Context: an optimization exercise on an open-source flow, tuned for small area and a short achievable clock period. The choices shown serve that exercise and are no tape-out recipe.
Only simulation tests tie the RTL to the original design; equivalence was not proved.
Power is estimated from default activity; no workload was simulated.

## if_id_top
module if_id_top(
    input           clk,
    input           n_rst,
    input   [1:0]   PC_src,
    input           RegWrite,
    input   [2:0]   Imm_Src,
    input   [31:0]  next_pc,
    input   [31:0]  jump_pc,
    input   [31:0]  branch_pc,
    input   [31:0]  instr,
    input   [31:0]  reg_wdata,
    output  [31:0]  curr_pc,
    output  [31:0]  pc_plus_4,
    output  [31:0]  RD1,
    output  [31:0]  RD2,
    output  [31:0]  imm_value
);
==> module ext_ao21, before the edit <==
module ext_ao21(
    input   a0,
    input   b0,
    input   c,
    output  y
);
    assign y = (a0 & b0) | c;
endmodule
==> module extend_logic, before the edit <==
module extend_logic(
    input   [31:0]    instr,       
    input   [2:0]     imm_src,     
    output  [31:0]    imm_extend   
);
    localparam OPC_LOAD = 7'b000_0011;  
    localparam OPC_STOR = 7'b010_0011;  
    localparam IMM_I    = 3'b000;    
    localparam IMM_S    = 3'b001;    
    localparam IMM_B    = 3'b010;    
    localparam IMM_J    = 3'b011;    
    localparam IMM_U    = 3'b100;    
    localparam F3_SLLI  = 3'b001;
    localparam F3_SRxI  = 3'b101;
    wire [6:0]  opcode = instr[6:0];
    wire [2:0]  funct3 = instr[14:12];
    wire uimm_ext = (  
        (opcode != OPC_LOAD) &&
        (opcode != OPC_STOR) &&
        ((funct3 == F3_SLLI) || (funct3 == F3_SRxI))
    );
    wire is_i  = (imm_src == IMM_I);
    wire is_s  = (imm_src == IMM_S);
    wire is_b  = (imm_src == IMM_B);
    wire is_j  = (imm_src == IMM_J);
    wire is_u  = (imm_src == IMM_U);
    wire is_is = is_i & ~uimm_ext;               
    wire f_lo_i  = is_i | is_j;                  
    wire f_lo_s  = is_s | is_b;                  
    wire f_mid   = is_is | is_s | is_b | is_j;   
    wire f_sgn12 = is_is | is_s | is_b;          
    wire f_up12  = is_j | is_u;                  
    wire f_sgn20 = f_mid;                        
    wire f_31    = f_mid | is_u;                 
    wire sgn12 = f_sgn12 & instr[31];            
    wire sgn20 = f_sgn20 & instr[31];            
    wire [31:0] v;
    genvar k;
    ext_ao22 u_b0(.a0(is_i), .b0(instr[20]), .a1(is_s), .b1(instr[7]), .y(v[0]));
    generate
        for(k = 1; k < 5; k = k + 1)begin: LO
            ext_ao22 u_b(.a0(f_lo_i), .b0(instr[20+k]), .a1(f_lo_s), .b1(instr[7+k]), .y(v[k]));
        end
        for(k = 5; k < 11; k = k + 1)begin: MID
            assign v[k] = f_mid & instr[20+k];
        end
    endgenerate
    assign v[11] = ((is_is | is_s) & instr[31]) | (is_b & instr[7]) | (is_j & instr[20]);
    generate
        for(k = 12; k < 20; k = k + 1)begin: UP12
            ext_ao21 u_b(.a0(f_up12), .b0(instr[k]), .c(sgn12), .y(v[k]));
        end
        for(k = 20; k < 31; k = k + 1)begin: UP20
            ext_ao21 u_b(.a0(is_u), .b0(instr[k]), .c(sgn20), .y(v[k]));
        end
    endgenerate
    assign v[31] = f_31 & instr[31];
    assign imm_extend = v;
endmodule
export LEC_CHECK = 0
export CAP_MARGIN = 20
export CORE_MARGIN = 2
export CORE_UTILIZATION = 60
export PLACE_DENSITY = 0.72
export SETUP_SLACK_MARGIN = 3.5
export SLEW_MARGIN = 20
export SYNTH_HIERARCHICAL = 1
create_clock -name core_clock -period 9.0 [get_ports {clk}]
standard.sh (not shown) runs the stock make flow with config.mk's settings and CLKGATE_MAP_FILE= SYNTH_SCRIPT=/design/flow/synth_recipe.tcl, a recipe that flattens the netlist after the stock synthesis.
==> flow/flow/run.sh <==
#!/bin/bash
# Layout flow: the standard ORFS flow (standard.sh; synthesis, floorplan,
# tap cells and power grid unchanged), with these changes to how the layout
# is made:
#  - after the floorplan, place_array2.tcl places the register-file storage
#    (each flip-flop with the and-or hold multiplexer that drives it) in one
#    column block per bit, bits 0-15 in the lower half of the core and 16-31
#    in the upper half, on legal sites between the tap cells (FIRM); the
#    standard placement then places every other cell around them;
#  - io_pins.tcl puts the RD1/RD2 pins of each bit on the die edge next to
#    that bit's block (the other pins are placed by the standard pin placer);
#  - the input/output port buffers are sky130_fd_sc_hd__buf_1 (the resizer
#    upsizes those on critical paths);
#  - clock tree synthesis uses clkbuf_8 with sink clusters of up to 16 and
#    no dummy loads.
# Each tool's output goes to the ORFS logs under orfs/logs and to the
# *.log files written here.
set -euo pipefail
HERE=$(pwd)
export PA_BANDS=2 PA_GAP=0 PA_PITCH=30 PA_X0=61
export BUFFER_PORTS_ARGS="-buffer_cell sky130_fd_sc_hd__buf_1"
export CTS_ARGS="-sink_clustering_enable -repair_clock_nets -dont_use_dummy_load -buf_list sky130_fd_sc_hd__clkbuf_8 -sink_clustering_size 16 -sink_clustering_max_diameter 50"
export PRE_IO_PLACEMENT_TCL="$HERE/flow/io_pins.tcl"

bash standard.sh floorplan > flow_make_floorplan.log 2>&1

FP="$HERE/orfs/results/$FLOW_PLATFORM/if_id_top/base/2_floorplan.odb"
cp "$FP" "$HERE/2_floorplan_standard.odb"
ODB_IN="$HERE/2_floorplan_standard.odb" ODB_OUT="$FP" \
  openroad -no_init -exit "$HERE/flow/place_array2.tcl" > place_array.log 2>&1
rm -f "$HERE/2_floorplan_standard.odb"

bash standard.sh finish > flow_make.log 2>&1
Other scripts of this flow, unchanged in this note and not shown: flow/flow/io_pins.tcl, flow/flow/place_array2.tcl
The first run passed the timing, DRC and antenna checks.
Next try:
--- a/flow/design.v
+++ b/flow/design.v
@@ -12,16 +12,8 @@
     output  y
 );
     assign y = (a0 & b0) | (a1 & b1);
 endmodule
-module ext_ao21(
-    input   a0,
-    input   b0,
-    input   c,
-    output  y
-);
-    assign y = (a0 & b0) | c;
-endmodule
 module extend_logic(
     input   [31:0]    instr,       
     input   [2:0]     imm_src,     
     output  [31:0]    imm_extend   
@@ -54,10 +46,8 @@
     wire f_sgn12 = is_is | is_s | is_b;          
     wire f_up12  = is_j | is_u;                  
     wire f_sgn20 = f_mid;                        
     wire f_31    = f_mid | is_u;                 
-    wire sgn12 = f_sgn12 & instr[31];            
-    wire sgn20 = f_sgn20 & instr[31];            
     wire [31:0] v;
     genvar k;
     ext_ao22 u_b0(.a0(is_i), .b0(instr[20]), .a1(is_s), .b1(instr[7]), .y(v[0]));
     generate
@@ -70,12 +60,12 @@
     endgenerate
     assign v[11] = ((is_is | is_s) & instr[31]) | (is_b & instr[7]) | (is_j & instr[20]);
     generate
         for(k = 12; k < 20; k = k + 1)begin: UP12
-            ext_ao21 u_b(.a0(f_up12), .b0(instr[k]), .c(sgn12), .y(v[k]));
+            ext_ao22 u_b(.a0(f_sgn12), .b0(instr[31]), .a1(f_up12), .b1(instr[k]), .y(v[k]));
         end
         for(k = 20; k < 31; k = k + 1)begin: UP20
-            ext_ao21 u_b(.a0(is_u), .b0(instr[k]), .c(sgn20), .y(v[k]));
+            ext_ao22 u_b(.a0(f_sgn20), .b0(instr[31]), .a1(is_u), .b1(instr[k]), .y(v[k]));
         end
     endgenerate
     assign v[31] = f_31 & instr[31];
     assign imm_extend = v;
Result: The new run ran to the end with no violations. Cell count is about the same. Design area drops by about 0.46%. Routed wire length is lower by about 0.34%. Clock power barely changes. Setup slack gets worse by 0.0038 ns. Critical path depth is unchanged.

==> port drivers added, routing unchanged <==
The results above use ideal ports. As a check the final layouts listed here were re-extracted and re-timed, cells and wires unchanged. Step 1 sets driving cells, clkbuf_16 on the clock port and buf_2 on the other inputs (assumed; they add their load-dependent delay and slew). Step 2 moves the port delays by t, midway between the first and last clock arrival at a register: inputs arrive t later, outputs are due t later. That takes back most of the time a late clock gives input paths. Slacks: ideal / step 1 / step 2; pairs: ideal / step 1.
run | t (ns) | setup slack, ns | hold slack, ns | worst data-port slew with drivers (ns)
the first run | 0.744 | 3.416 / 3.377 / 3.377 | 0.504 / 0.504 / 0.504 | 0.11
the second run | 0.732 | 3.413 / 3.355 / 3.355 | 0.498 / 0.498 / 0.498 | 0.22
After both steps setup and hold are still met in every run listed. The setup slack of the second run, which loses most, moves by -0.058 ns with the drivers and by -0.058 ns with both steps.
